Source: an optimization exercise on an open RTL-to-GDS flow (aim: small area and a short achievable clock period). Production flows keep margins and buffers that such runs may drop. Only simulation tests tie the RTL to the original design; equivalence was not proved. Power and IR drop assume default switching activity.

==> inputs of job 4907 <==
// riscv_top
module riscv_top(
    input           clk,
    input           rst,
    input   [31:0]  Instruction,
    input   [31:0]  mem_data_in,
    output  [31:0]  mem_data_out,
    output  [31:0]  mem_address_out,
    output  [31:0]  PC,
    output          mem_we,
    output  [1:0]   mem_Write_Strobe_out
    );
export LEC_CHECK = 0
export CAP_MARGIN = 20
export CORE_MARGIN = 2
export CORE_UTILIZATION = 45
export PLACE_DENSITY = 0.6
export SLEW_MARGIN = 20
create_clock -name core_clock -period 14.0 [get_ports {clk}]
standard.sh (not shown) runs the stock make flow with config.mk's settings and CLKGATE_MAP_FILE= SYNTH_SCRIPT=/design/flow/synth_recipe.tcl, a recipe that flattens the netlist after the stock synthesis.
==> flow/flow/run.sh <==
#!/bin/bash
# The standard layout, with the resizer asked to overfix setup: repair_timing
# keeps working on paths until their slack is SETUP_SLACK_MARGIN.
export SETUP_SLACK_MARGIN=8.6
bash standard.sh > standard.log 2>&1
==> job 7075 (differences from job 4907) <==
--- a/flow/design.v
+++ b/flow/design.v
@@ -7,15 +7,15 @@
     output  [31:0]  mem_address_out,
     output  [31:0]  PC,
     output          mem_we,
     output  [1:0]   mem_Write_Strobe_out
     );
-reg  [31:0] pc_s, pc_t;
-reg         sel_t;
-wire [31:0] pc_q = sel_t ? pc_t : pc_s;
+reg  [31:0] pc_q;
 reg         id_v;            
 reg  [31:0] id_ir;
+reg  [31:0] id_pc;
+reg  [31:0] id_r1, id_r2;    
 reg         id_isS, id_isL, id_isB, id_isJALR, id_isJAL, id_isAUIPC, id_isLUI;
 reg         id_regw, id_muxb, id_immS, id_immU;
 reg         id_arith, id_sub, id_xor, id_or, id_and, id_sll, id_srl, id_slt;
 reg  [1:0]  id_ws;
 reg         pm_ex1, pm_ex2, pm_mem1, pm_mem2, pm_wb1, pm_wb2;
@@ -29,10 +29,11 @@
 reg         ex_uns, ex_link;
 reg  [31:0] mem_fu;
 reg  [31:0] mem_c;
 reg  [4:0]  mem_rd;
 reg         mem_regw, mem_memw, mem_load;
+reg  [4:0]  mem_rs2;
 reg  [1:0]  mem_ws;
 reg         mem_uns, mem_link;
 reg         ms_fu;           
 reg  [3:0]  ms_b0;           
 reg  [3:1]  ms_b1;           
@@ -103,12 +104,16 @@
             if (a == k && rf_v[k]) rf_read = rf_read | rf[k];
     end
 endfunction
 wire [4:0]  f_rs1 = f_isLUI ? 5'd0 : fi[19:15];
 wire [4:0]  f_rs2 = fi[24:20];
-wire [31:0] r1 = pm_wb1 ? wb_din : rf_read(rs1u);
-wire [31:0] r2 = pm_wb2 ? wb_din : rf_read(rs2u);
+wire [31:0] if_r1 = (wb_we && wb_rd == f_rs1) ? wb_din : rf_read(f_rs1);
+wire [31:0] if_r2 = (wb_we && wb_rd == f_rs2) ? wb_din : rf_read(f_rs2);
+wire [31:0] hd_r1 = (wb_we && wb_rd == rs1u) ? wb_din : id_r1;
+wire [31:0] hd_r2 = (wb_we && wb_rd == rs2u) ? wb_din : id_r2;
+wire [31:0] r1 = pm_wb1 ? wb_din : id_r1;
+wire [31:0] r2 = pm_wb2 ? wb_din : id_r2;
 integer j;
 always @(posedge clk) begin
     if (wb_we) rf[wb_rd] <= wb_din;
 end
 always @(posedge clk or negedge rst) begin
@@ -148,29 +153,25 @@
         2'b10:   begin c_eq = l_eq; c_lt = l_lt;            c_ltu = l_ltu;            end
         2'b01:   begin c_eq = l_eq; c_lt = ~(l_lt | l_eq);  c_ltu = ~(l_ltu | l_eq);  end
         default: begin c_eq = e_eq; c_lt = e_lt;            c_ltu = e_ltu;            end
     endcase
 end
-function cond_of;
-    input [2:0] f;
-    input eq, lt, ltu;
-    case (f)
-        3'b000: cond_of = eq;
-        3'b001: cond_of = ~eq;
-        3'b100, 3'b010: cond_of = lt;
-        3'b101: cond_of = ~lt;
-        3'b110, 3'b011: cond_of = ltu;
-        default: cond_of = ~ltu;
+reg cond;
+always @(*) begin
+    case (f3)
+        3'b000: cond = c_eq;
+        3'b001: cond = ~c_eq;
+        3'b100, 3'b010: cond = c_lt;
+        3'b101: cond = ~c_lt;
+        3'b110, 3'b011: cond = c_ltu;
+        default: cond = ~c_ltu;
     endcase
-endfunction
-wire cond   = cond_of(f3, c_eq, c_lt, c_ltu);
-wire cond_e = cond_of(f3, e_eq, e_lt, e_ltu);
+end
 wire        taken  = (isB & cond) | jump;
-wire [31:0] id_pc    = pc_q - 32'd4;
-wire [31:0] target_p = id_pc + imm;
-wire [31:0] target_j = r1 + imm;
+wire [31:0] target_r = (id_isJALR ? r1 : id_pc) + imm;
 wire [31:0] target_m = mem_busd + imm;
+wire [31:0] target   = (id_isJALR & fc1) ? target_m : target_r;
 wire [31:0] ex_res;
 wire [31:0] fa = pm_ex1 ? ex_res : pm_mem1 ? mem_busd : r1;
 wire [31:0] fb = pm_ex2 ? ex_res : pm_mem2 ? mem_busd : r2;
 wire       bub     = stall | ~id_v;
 wire [4:0] n_rs1   = stall ? rs1u : f_rs1;
@@ -206,41 +207,39 @@
 wire [3:0] e_lane = {ea == 2'd3, ea == 2'd2, ea == 2'd1, ea == 2'd0};
 wire [3:0] n_b0 = ({4{e_b}} & e_lane) | ({4{e_h}} & {1'b0, e_lane[2:0]}) | {3'b000, e_w};
 wire [3:1] n_b1 = ({3{e_h}} & e_lane[2:0]) | {2'b00, e_w};
 wire [3:0] n_s1 = {4{e_b & e_sg}} & e_lane;
 wire [3:0] n_s2 = ({4{e_b & e_sg}} & e_lane) | ({4{e_h & e_sg}} & {e_lane[2:0], 1'b0});
-wire [31:0] n_wb_din = mem_link ? mem_c : mem_busd;
 assign PC                   = pc_q;
 assign mem_address_out      = mem_fu;
 assign mem_we               = mem_memw;
 assign mem_Write_Strobe_out = mem_ws;
-assign mem_data_out         = mem_c;
+assign mem_data_out         = (wb_rd != 5'd0 && mem_rs2 == wb_rd) ? wb_din : mem_c;
 always @(posedge clk or negedge rst) begin
     if (!rst) begin
-        pc_s     <= 32'd0;
-        sel_t    <= 1'b0;
+        pc_q     <= 32'd0;
         id_v     <= 1'b0;
         pm_ex1   <= 1'b0; pm_ex2 <= 1'b0; pm_mem1 <= 1'b0; pm_mem2 <= 1'b0;
         pm_wb1   <= 1'b0; pm_wb2 <= 1'b0; st_v <= 1'b0; st_b <= 1'b0;
         ex_arith <= 1'b0; ex_sub <= 1'b0; ex_xor <= 1'b0; ex_or <= 1'b0;
         ex_and   <= 1'b0; ex_sll <= 1'b0; ex_srl <= 1'b0; ex_slt <= 1'b0;
         ex_rd    <= 5'd0; ex_regw <= 1'b0; ex_memw <= 1'b0; ex_load <= 1'b0;
         mem_fu   <= 32'd0;
         mem_rd   <= 5'd0; mem_regw <= 1'b0; mem_memw <= 1'b0;
         wb_rd    <= 5'd0; wb_regw <= 1'b0;
     end else begin
-        pc_s  <= stall ? pc_q : pc_q + 32'd4;
-        sel_t <= ~stall & taken;
-        if (!stall)
+        if (!stall) begin
+            pc_q <= taken ? target : pc_q + 32'd4;
             id_v <= ~taken;
+        end
         if (stall || !id_v) begin
             ex_arith <= 1'b0; ex_sub <= 1'b0; ex_xor <= 1'b0; ex_or <= 1'b0;
             ex_and   <= 1'b0; ex_sll <= 1'b0; ex_srl <= 1'b0; ex_slt <= 1'b0;
             ex_rd    <= 5'd0; ex_regw <= 1'b0; ex_memw <= 1'b0; ex_load <= 1'b0;
         end else begin
             ex_arith <= id_arith; ex_sub <= id_sub; ex_xor <= id_xor; ex_or <= id_or;
-            ex_and   <= id_and;   ex_sll <= id_sll; ex_srl <= id_srl; ex_slt <= id_slt & cond_e;
+            ex_and   <= id_and;   ex_sll <= id_sll; ex_srl <= id_srl; ex_slt <= id_slt & cond;
             ex_rd    <= rd; ex_regw <= id_regw; ex_memw <= id_isS; ex_load <= id_isL;
         end
         pm_ex1   <= n_ex1;
         pm_ex2   <= n_ex2;
         pm_mem1  <= ex_fw & (ex_rd == n_rs1);
@@ -255,10 +254,13 @@
     end
 end
 always @(posedge clk) begin
     if (!stall) begin
         id_ir      <= fi;
+        id_pc      <= pc_q;
+        id_r1      <= if_r1;
+        id_r2      <= if_r2;
         id_isS     <= f_isS;
         id_isL     <= f_isL;
         id_isB     <= f_isB;
         id_isJALR  <= f_isJALR;
         id_isJAL   <= f_isJAL;
@@ -275,28 +277,31 @@
         id_and     <= f_and;
         id_sll     <= f_sll;
         id_srl     <= f_srl;
         id_slt     <= f_slt;
         id_ws      <= f_ws;
+    end else begin
+        id_r1      <= hd_r1;
+        id_r2      <= hd_r2;
     end
     ex_a    <= (id_isAUIPC | id_isJAL) ? id_pc : fa;
     ex_b    <= id_muxb ? imm : fb;
-    ex_c    <= id_isS ? fb : id_isAUIPC ? target_p : pc_q;
+    ex_c    <= id_isS ? fb : id_isAUIPC ? target_r : pc_q;
     ex_rs2  <= rs2u;
     ex_ws   <= id_ws;
     ex_uns  <= f3[2];
     ex_link <= id_isAUIPC | id_isJAL | id_isJALR;
-    mem_c    <= (ex_memw && mem_rd != 5'd0 && ex_rs2 == mem_rd) ? n_wb_din : ex_c;
-    pc_t     <= ~id_isJALR ? target_p : fc1 ? target_m : target_j;
+    mem_c    <= ex_c;
     ms_fu    <= ~ex_load;
     ms_b0    <= n_b0;
     ms_b1    <= n_b1;
     ms_s1    <= n_s1;
     ms_w     <= e_w;
     ms_s2    <= n_s2;
     mem_load <= ex_load;
+    mem_rs2  <= ex_rs2;
     mem_ws   <= ex_ws;
     mem_uns  <= ex_uns;
     mem_link <= ex_link;
-    wb_din   <= n_wb_din;
+    wb_din   <= mem_link ? mem_c : mem_busd;
 end
 endmodule
==> flow/flow/run.sh (replaced) <==
#!/bin/bash
# The standard layout, with the resizer asked to overfix setup: repair_timing
# keeps working on paths until their slack is SETUP_SLACK_MARGIN.
export SETUP_SLACK_MARGIN=9
bash standard.sh > standard.log 2>&1
- CORE_UTILIZATION: 45 -> 30
- PLACE_DENSITY: 0.6 -> 0.5
==> job 7236 (differences from job 4907) <==
--- a/flow/design.v
+++ b/flow/design.v
@@ -7,15 +7,17 @@
     output  [31:0]  mem_address_out,
     output  [31:0]  PC,
     output          mem_we,
     output  [1:0]   mem_Write_Strobe_out
     );
-reg  [31:0] pc_s, pc_t;
-reg         sel_t;
-wire [31:0] pc_q = sel_t ? pc_t : pc_s;
+reg  [31:0] pc_s, pc_t, pc_m;
+reg         sel_t, sel_m;
+wire [31:0] pc_q = sel_m ? pc_m : sel_t ? pc_t : pc_s;
 reg         id_v;            
 reg  [31:0] id_ir;
+reg  [31:0] id_pc;
+reg  [31:0] id_r1, id_r2;    
 reg         id_isS, id_isL, id_isB, id_isJALR, id_isJAL, id_isAUIPC, id_isLUI;
 reg         id_regw, id_muxb, id_immS, id_immU;
 reg         id_arith, id_sub, id_xor, id_or, id_and, id_sll, id_srl, id_slt;
 reg  [1:0]  id_ws;
 reg         pm_ex1, pm_ex2, pm_mem1, pm_mem2, pm_wb1, pm_wb2;
@@ -103,12 +105,16 @@
             if (a == k && rf_v[k]) rf_read = rf_read | rf[k];
     end
 endfunction
 wire [4:0]  f_rs1 = f_isLUI ? 5'd0 : fi[19:15];
 wire [4:0]  f_rs2 = fi[24:20];
-wire [31:0] r1 = pm_wb1 ? wb_din : rf_read(rs1u);
-wire [31:0] r2 = pm_wb2 ? wb_din : rf_read(rs2u);
+wire [31:0] if_r1 = (wb_we && wb_rd == f_rs1) ? wb_din : rf_read(f_rs1);
+wire [31:0] if_r2 = (wb_we && wb_rd == f_rs2) ? wb_din : rf_read(f_rs2);
+wire [31:0] hd_r1 = (wb_we && wb_rd == rs1u) ? wb_din : id_r1;
+wire [31:0] hd_r2 = (wb_we && wb_rd == rs2u) ? wb_din : id_r2;
+wire [31:0] r1 = pm_wb1 ? wb_din : id_r1;
+wire [31:0] r2 = pm_wb2 ? wb_din : id_r2;
 integer j;
 always @(posedge clk) begin
     if (wb_we) rf[wb_rd] <= wb_din;
 end
 always @(posedge clk or negedge rst) begin
@@ -163,13 +169,11 @@
     endcase
 endfunction
 wire cond   = cond_of(f3, c_eq, c_lt, c_ltu);
 wire cond_e = cond_of(f3, e_eq, e_lt, e_ltu);
 wire        taken  = (isB & cond) | jump;
-wire [31:0] id_pc    = pc_q - 32'd4;
-wire [31:0] target_p = id_pc + imm;
-wire [31:0] target_j = r1 + imm;
+wire [31:0] target_r = (id_isJALR ? r1 : id_pc) + imm;
 wire [31:0] target_m = mem_busd + imm;
 wire [31:0] ex_res;
 wire [31:0] fa = pm_ex1 ? ex_res : pm_mem1 ? mem_busd : r1;
 wire [31:0] fb = pm_ex2 ? ex_res : pm_mem2 ? mem_busd : r2;
 wire       bub     = stall | ~id_v;
@@ -216,10 +220,11 @@
 assign mem_data_out         = mem_c;
 always @(posedge clk or negedge rst) begin
     if (!rst) begin
         pc_s     <= 32'd0;
         sel_t    <= 1'b0;
+        sel_m    <= 1'b0;
         id_v     <= 1'b0;
         pm_ex1   <= 1'b0; pm_ex2 <= 1'b0; pm_mem1 <= 1'b0; pm_mem2 <= 1'b0;
         pm_wb1   <= 1'b0; pm_wb2 <= 1'b0; st_v <= 1'b0; st_b <= 1'b0;
         ex_arith <= 1'b0; ex_sub <= 1'b0; ex_xor <= 1'b0; ex_or <= 1'b0;
         ex_and   <= 1'b0; ex_sll <= 1'b0; ex_srl <= 1'b0; ex_slt <= 1'b0;
@@ -227,11 +232,12 @@
         mem_fu   <= 32'd0;
         mem_rd   <= 5'd0; mem_regw <= 1'b0; mem_memw <= 1'b0;
         wb_rd    <= 5'd0; wb_regw <= 1'b0;
     end else begin
         pc_s  <= stall ? pc_q : pc_q + 32'd4;
-        sel_t <= ~stall & taken;
+        sel_t <= ~stall & taken & ~(id_isJALR & fc1);
+        sel_m <= ~stall & jump & id_isJALR & fc1;
         if (!stall)
             id_v <= ~taken;
         if (stall || !id_v) begin
             ex_arith <= 1'b0; ex_sub <= 1'b0; ex_xor <= 1'b0; ex_or <= 1'b0;
             ex_and   <= 1'b0; ex_sll <= 1'b0; ex_srl <= 1'b0; ex_slt <= 1'b0;
@@ -255,10 +261,13 @@
     end
 end
 always @(posedge clk) begin
     if (!stall) begin
         id_ir      <= fi;
+        id_pc      <= pc_q;
+        id_r1      <= if_r1;
+        id_r2      <= if_r2;
         id_isS     <= f_isS;
         id_isL     <= f_isL;
         id_isB     <= f_isB;
         id_isJALR  <= f_isJALR;
         id_isJAL   <= f_isJAL;
@@ -275,20 +284,24 @@
         id_and     <= f_and;
         id_sll     <= f_sll;
         id_srl     <= f_srl;
         id_slt     <= f_slt;
         id_ws      <= f_ws;
+    end else begin
+        id_r1      <= hd_r1;
+        id_r2      <= hd_r2;
     end
     ex_a    <= (id_isAUIPC | id_isJAL) ? id_pc : fa;
     ex_b    <= id_muxb ? imm : fb;
-    ex_c    <= id_isS ? fb : id_isAUIPC ? target_p : pc_q;
+    ex_c    <= id_isS ? fb : id_isAUIPC ? target_r : pc_q;
     ex_rs2  <= rs2u;
     ex_ws   <= id_ws;
     ex_uns  <= f3[2];
     ex_link <= id_isAUIPC | id_isJAL | id_isJALR;
     mem_c    <= (ex_memw && mem_rd != 5'd0 && ex_rs2 == mem_rd) ? n_wb_din : ex_c;
-    pc_t     <= ~id_isJALR ? target_p : fc1 ? target_m : target_j;
+    pc_t     <= target_r;
+    pc_m     <= target_m;
     ms_fu    <= ~ex_load;
     ms_b0    <= n_b0;
     ms_b1    <= n_b1;
     ms_s1    <= n_s1;
     ms_w     <= e_w;
==> flow/flow/run.sh (replaced) <==
#!/bin/bash
# The standard layout, with the resizer asked to overfix setup: repair_timing
# keeps working on paths until their slack is SETUP_SLACK_MARGIN.
export SETUP_SLACK_MARGIN=9
bash standard.sh > standard.log 2>&1
- CORE_UTILIZATION: 45 -> 30
- PLACE_DENSITY: 0.6 -> 0.5
==> job 1775 (differences from job 4907) <==
--- a/flow/design.v
+++ b/flow/design.v
@@ -7,15 +7,15 @@
     output  [31:0]  mem_address_out,
     output  [31:0]  PC,
     output          mem_we,
     output  [1:0]   mem_Write_Strobe_out
     );
-reg  [31:0] pc_s, pc_t;
-reg         sel_t;
-wire [31:0] pc_q = sel_t ? pc_t : pc_s;
+reg  [31:0] pc_q;
 reg         id_v;            
 reg  [31:0] id_ir;
+reg  [31:0] id_pc;
+reg  [31:0] id_r1, id_r2;    
 reg         id_isS, id_isL, id_isB, id_isJALR, id_isJAL, id_isAUIPC, id_isLUI;
 reg         id_regw, id_muxb, id_immS, id_immU;
 reg         id_arith, id_sub, id_xor, id_or, id_and, id_sll, id_srl, id_slt;
 reg  [1:0]  id_ws;
 reg         pm_ex1, pm_ex2, pm_mem1, pm_mem2, pm_wb1, pm_wb2;
@@ -29,10 +29,11 @@
 reg         ex_uns, ex_link;
 reg  [31:0] mem_fu;
 reg  [31:0] mem_c;
 reg  [4:0]  mem_rd;
 reg         mem_regw, mem_memw, mem_load;
+reg  [4:0]  mem_rs2;
 reg  [1:0]  mem_ws;
 reg         mem_uns, mem_link;
 reg         ms_fu;           
 reg  [3:0]  ms_b0;           
 reg  [3:1]  ms_b1;           
@@ -103,12 +104,16 @@
             if (a == k && rf_v[k]) rf_read = rf_read | rf[k];
     end
 endfunction
 wire [4:0]  f_rs1 = f_isLUI ? 5'd0 : fi[19:15];
 wire [4:0]  f_rs2 = fi[24:20];
-wire [31:0] r1 = pm_wb1 ? wb_din : rf_read(rs1u);
-wire [31:0] r2 = pm_wb2 ? wb_din : rf_read(rs2u);
+wire [31:0] if_r1 = (wb_we && wb_rd == f_rs1) ? wb_din : rf_read(f_rs1);
+wire [31:0] if_r2 = (wb_we && wb_rd == f_rs2) ? wb_din : rf_read(f_rs2);
+wire [31:0] hd_r1 = (wb_we && wb_rd == rs1u) ? wb_din : id_r1;
+wire [31:0] hd_r2 = (wb_we && wb_rd == rs2u) ? wb_din : id_r2;
+wire [31:0] r1 = pm_wb1 ? wb_din : id_r1;
+wire [31:0] r2 = pm_wb2 ? wb_din : id_r2;
 integer j;
 always @(posedge clk) begin
     if (wb_we) rf[wb_rd] <= wb_din;
 end
 always @(posedge clk or negedge rst) begin
@@ -148,29 +153,25 @@
         2'b10:   begin c_eq = l_eq; c_lt = l_lt;            c_ltu = l_ltu;            end
         2'b01:   begin c_eq = l_eq; c_lt = ~(l_lt | l_eq);  c_ltu = ~(l_ltu | l_eq);  end
         default: begin c_eq = e_eq; c_lt = e_lt;            c_ltu = e_ltu;            end
     endcase
 end
-function cond_of;
-    input [2:0] f;
-    input eq, lt, ltu;
-    case (f)
-        3'b000: cond_of = eq;
-        3'b001: cond_of = ~eq;
-        3'b100, 3'b010: cond_of = lt;
-        3'b101: cond_of = ~lt;
-        3'b110, 3'b011: cond_of = ltu;
-        default: cond_of = ~ltu;
+reg cond;
+always @(*) begin
+    case (f3)
+        3'b000: cond = c_eq;
+        3'b001: cond = ~c_eq;
+        3'b100, 3'b010: cond = c_lt;
+        3'b101: cond = ~c_lt;
+        3'b110, 3'b011: cond = c_ltu;
+        default: cond = ~c_ltu;
     endcase
-endfunction
-wire cond   = cond_of(f3, c_eq, c_lt, c_ltu);
-wire cond_e = cond_of(f3, e_eq, e_lt, e_ltu);
+end
 wire        taken  = (isB & cond) | jump;
-wire [31:0] id_pc    = pc_q - 32'd4;
-wire [31:0] target_p = id_pc + imm;
-wire [31:0] target_j = r1 + imm;
+wire [31:0] target_r = (id_isJALR ? r1 : id_pc) + imm;
 wire [31:0] target_m = mem_busd + imm;
+wire [31:0] target   = (id_isJALR & fc1) ? target_m : target_r;
 wire [31:0] ex_res;
 wire [31:0] fa = pm_ex1 ? ex_res : pm_mem1 ? mem_busd : r1;
 wire [31:0] fb = pm_ex2 ? ex_res : pm_mem2 ? mem_busd : r2;
 wire       bub     = stall | ~id_v;
 wire [4:0] n_rs1   = stall ? rs1u : f_rs1;
@@ -206,41 +207,39 @@
 wire [3:0] e_lane = {ea == 2'd3, ea == 2'd2, ea == 2'd1, ea == 2'd0};
 wire [3:0] n_b0 = ({4{e_b}} & e_lane) | ({4{e_h}} & {1'b0, e_lane[2:0]}) | {3'b000, e_w};
 wire [3:1] n_b1 = ({3{e_h}} & e_lane[2:0]) | {2'b00, e_w};
 wire [3:0] n_s1 = {4{e_b & e_sg}} & e_lane;
 wire [3:0] n_s2 = ({4{e_b & e_sg}} & e_lane) | ({4{e_h & e_sg}} & {e_lane[2:0], 1'b0});
-wire [31:0] n_wb_din = mem_link ? mem_c : mem_busd;
 assign PC                   = pc_q;
 assign mem_address_out      = mem_fu;
 assign mem_we               = mem_memw;
 assign mem_Write_Strobe_out = mem_ws;
-assign mem_data_out         = mem_c;
+assign mem_data_out         = (wb_rd != 5'd0 && mem_rs2 == wb_rd) ? wb_din : mem_c;
 always @(posedge clk or negedge rst) begin
     if (!rst) begin
-        pc_s     <= 32'd0;
-        sel_t    <= 1'b0;
+        pc_q     <= 32'd0;
         id_v     <= 1'b0;
         pm_ex1   <= 1'b0; pm_ex2 <= 1'b0; pm_mem1 <= 1'b0; pm_mem2 <= 1'b0;
         pm_wb1   <= 1'b0; pm_wb2 <= 1'b0; st_v <= 1'b0; st_b <= 1'b0;
         ex_arith <= 1'b0; ex_sub <= 1'b0; ex_xor <= 1'b0; ex_or <= 1'b0;
         ex_and   <= 1'b0; ex_sll <= 1'b0; ex_srl <= 1'b0; ex_slt <= 1'b0;
         ex_rd    <= 5'd0; ex_regw <= 1'b0; ex_memw <= 1'b0; ex_load <= 1'b0;
         mem_fu   <= 32'd0;
         mem_rd   <= 5'd0; mem_regw <= 1'b0; mem_memw <= 1'b0;
         wb_rd    <= 5'd0; wb_regw <= 1'b0;
     end else begin
-        pc_s  <= stall ? pc_q : pc_q + 32'd4;
-        sel_t <= ~stall & taken;
-        if (!stall)
+        if (!stall) begin
+            pc_q <= taken ? target : pc_q + 32'd4;
             id_v <= ~taken;
+        end
         if (stall || !id_v) begin
             ex_arith <= 1'b0; ex_sub <= 1'b0; ex_xor <= 1'b0; ex_or <= 1'b0;
             ex_and   <= 1'b0; ex_sll <= 1'b0; ex_srl <= 1'b0; ex_slt <= 1'b0;
             ex_rd    <= 5'd0; ex_regw <= 1'b0; ex_memw <= 1'b0; ex_load <= 1'b0;
         end else begin
             ex_arith <= id_arith; ex_sub <= id_sub; ex_xor <= id_xor; ex_or <= id_or;
-            ex_and   <= id_and;   ex_sll <= id_sll; ex_srl <= id_srl; ex_slt <= id_slt & cond_e;
+            ex_and   <= id_and;   ex_sll <= id_sll; ex_srl <= id_srl; ex_slt <= id_slt & cond;
             ex_rd    <= rd; ex_regw <= id_regw; ex_memw <= id_isS; ex_load <= id_isL;
         end
         pm_ex1   <= n_ex1;
         pm_ex2   <= n_ex2;
         pm_mem1  <= ex_fw & (ex_rd == n_rs1);
@@ -255,10 +254,13 @@
     end
 end
 always @(posedge clk) begin
     if (!stall) begin
         id_ir      <= fi;
+        id_pc      <= pc_q;
+        id_r1      <= if_r1;
+        id_r2      <= if_r2;
         id_isS     <= f_isS;
         id_isL     <= f_isL;
         id_isB     <= f_isB;
         id_isJALR  <= f_isJALR;
         id_isJAL   <= f_isJAL;
@@ -275,28 +277,31 @@
         id_and     <= f_and;
         id_sll     <= f_sll;
         id_srl     <= f_srl;
         id_slt     <= f_slt;
         id_ws      <= f_ws;
+    end else begin
+        id_r1      <= hd_r1;
+        id_r2      <= hd_r2;
     end
     ex_a    <= (id_isAUIPC | id_isJAL) ? id_pc : fa;
     ex_b    <= id_muxb ? imm : fb;
-    ex_c    <= id_isS ? fb : id_isAUIPC ? target_p : pc_q;
+    ex_c    <= id_isS ? fb : id_isAUIPC ? target_r : pc_q;
     ex_rs2  <= rs2u;
     ex_ws   <= id_ws;
     ex_uns  <= f3[2];
     ex_link <= id_isAUIPC | id_isJAL | id_isJALR;
-    mem_c    <= (ex_memw && mem_rd != 5'd0 && ex_rs2 == mem_rd) ? n_wb_din : ex_c;
-    pc_t     <= ~id_isJALR ? target_p : fc1 ? target_m : target_j;
+    mem_c    <= ex_c;
     ms_fu    <= ~ex_load;
     ms_b0    <= n_b0;
     ms_b1    <= n_b1;
     ms_s1    <= n_s1;
     ms_w     <= e_w;
     ms_s2    <= n_s2;
     mem_load <= ex_load;
+    mem_rs2  <= ex_rs2;
     mem_ws   <= ex_ws;
     mem_uns  <= ex_uns;
     mem_link <= ex_link;
-    wb_din   <= n_wb_din;
+    wb_din   <= mem_link ? mem_c : mem_busd;
 end
 endmodule
==> flow/run.sh (new file) <==
#!/bin/bash
# synth_recipe.tcl (not shown) runs the flow's synth.tcl, then flattens the netlist and writes it again
# the make line also repeats each setting of config.mk as NAME=value (left out here)
make -C /OpenROAD-flow-scripts/flow DESIGN_CONFIG=/design/flow/config.mk WORK_HOME=/design/flow/orfs CLKGATE_MAP_FILE= SYNTH_SCRIPT=/design/flow/synth_recipe.tcl finish
- CORE_UTILIZATION: 45 -> 55
- PLACE_DENSITY: 0.6 -> 0.65
- SETUP_SLACK_MARGIN: unset -> 5
removed: flow/flow/run.sh
removed: flow/standard.sh
==> notes.md <==
Via count of the routed design: job 7075 64,500; job 1775 63,600; job 4907 64,900; job 7236 66,100
Stages on the worst setup path: job 7075 22; job 1775 16; job 4907 25; job 7236 14
Minimum setup slack in the final design: job 7075 7530 ps; job 1775 5370 ps; job 4907 8160 ps; job 7236 8260 ps
Post-detailed-placement half-perimeter wirelength: job 7075 245,000 um; job 1775 210,000 um; job 4907 221,000 um; job 7236 233,000 um
Adder-Cell Fraction of Synth Area: job 7075 3.97%; job 1775 3.97%; job 4907 4.11%; job 7236 3.89%
IR drop worst, VDD: job 7075 151 uV; job 1775 131 uV; job 4907 100 uV; job 7236 137 uV
Run status: job 7075 finished clean; job 1775 finished clean; job 4907 finished clean; job 7236 finished clean
Xor-xnor portion of the synthesized cell area: job 7075 1.91%; job 1775 1.91%; job 4907 2.55%; job 7236 2.19%
Fraction of power consumed by the clock network: job 7075 26.9%; job 1775 27.4%; job 4907 25.9%; job 7236 26.3%
Post-Syn Nets: job 7075 6,364; job 1775 6,364; job 4907 6,252; job 7236 6,434
Share of total power in combinational logic: job 7075 34.8%; job 1775 32.8%; job 4907 34.5%; job 7236 34.5%
Share of the synthesized area in the top cell type: job 7075 46.9%; job 1775 46.9%; job 4907 44.3%; job 7236 46.1%
Crit Path Max Fanout: job 7075 7; job 1775 17; job 4907 12; job 7236 8
Worst path slowest cell: job 7075 or3_4; job 1775 a221oi_1; job 4907 edfxtp_1; job 7236 or4_4
Setup fix buffers added after clock tree synthesis: job 7075 150; job 1775 0; job 4907 132; job 7236 159

static timing again, ports no longer ideal:
The results above use ideal ports. As a check the final layouts listed here were re-extracted and re-timed, cells and wires unchanged.
Step 1 assumes that a clkbuf_16 drives the clock port and a buf_2 every other input.
Step 2 also shifts input and output timing later by t, the mid clock arrival at the registers, as if the neighbouring blocks saw the same clock.
Slacks: ideal ports / drivers / drivers and shift; pairs: ideal ports / drivers.
run | shift t [ns] | setup slack, ns | hold slack, ns | worst setup path after step 2 | latest minus earliest clock arrival (ns)
job 4907 | 0.911 | 8.163 / 8.163 / 7.395 | 0.337 / 0.337 / 0.337 | input to register | 0.064 / 0.064
job 7075 | 0.932 | 7.531 / 7.559 / 6.627 | 0.291 / 0.291 / 0.291 | input to register | 0.112 / 0.112
job 7236 | 0.931 | 8.261 / 8.318 / 7.387 | 0.329 / 0.329 / 0.329 | input to register | 0.066 / 0.066
job 1775 | 0.874 | 5.365 / 5.423 / 4.549 | 0.295 / 0.295 / 0.295 | input to register | 0.069 / 0.068
After both steps setup and hold are still met in every run listed. For job 7075, which loses most, drivers alone change the setup slack by +0.028 ns; drivers and shift together by -0.904 ns.
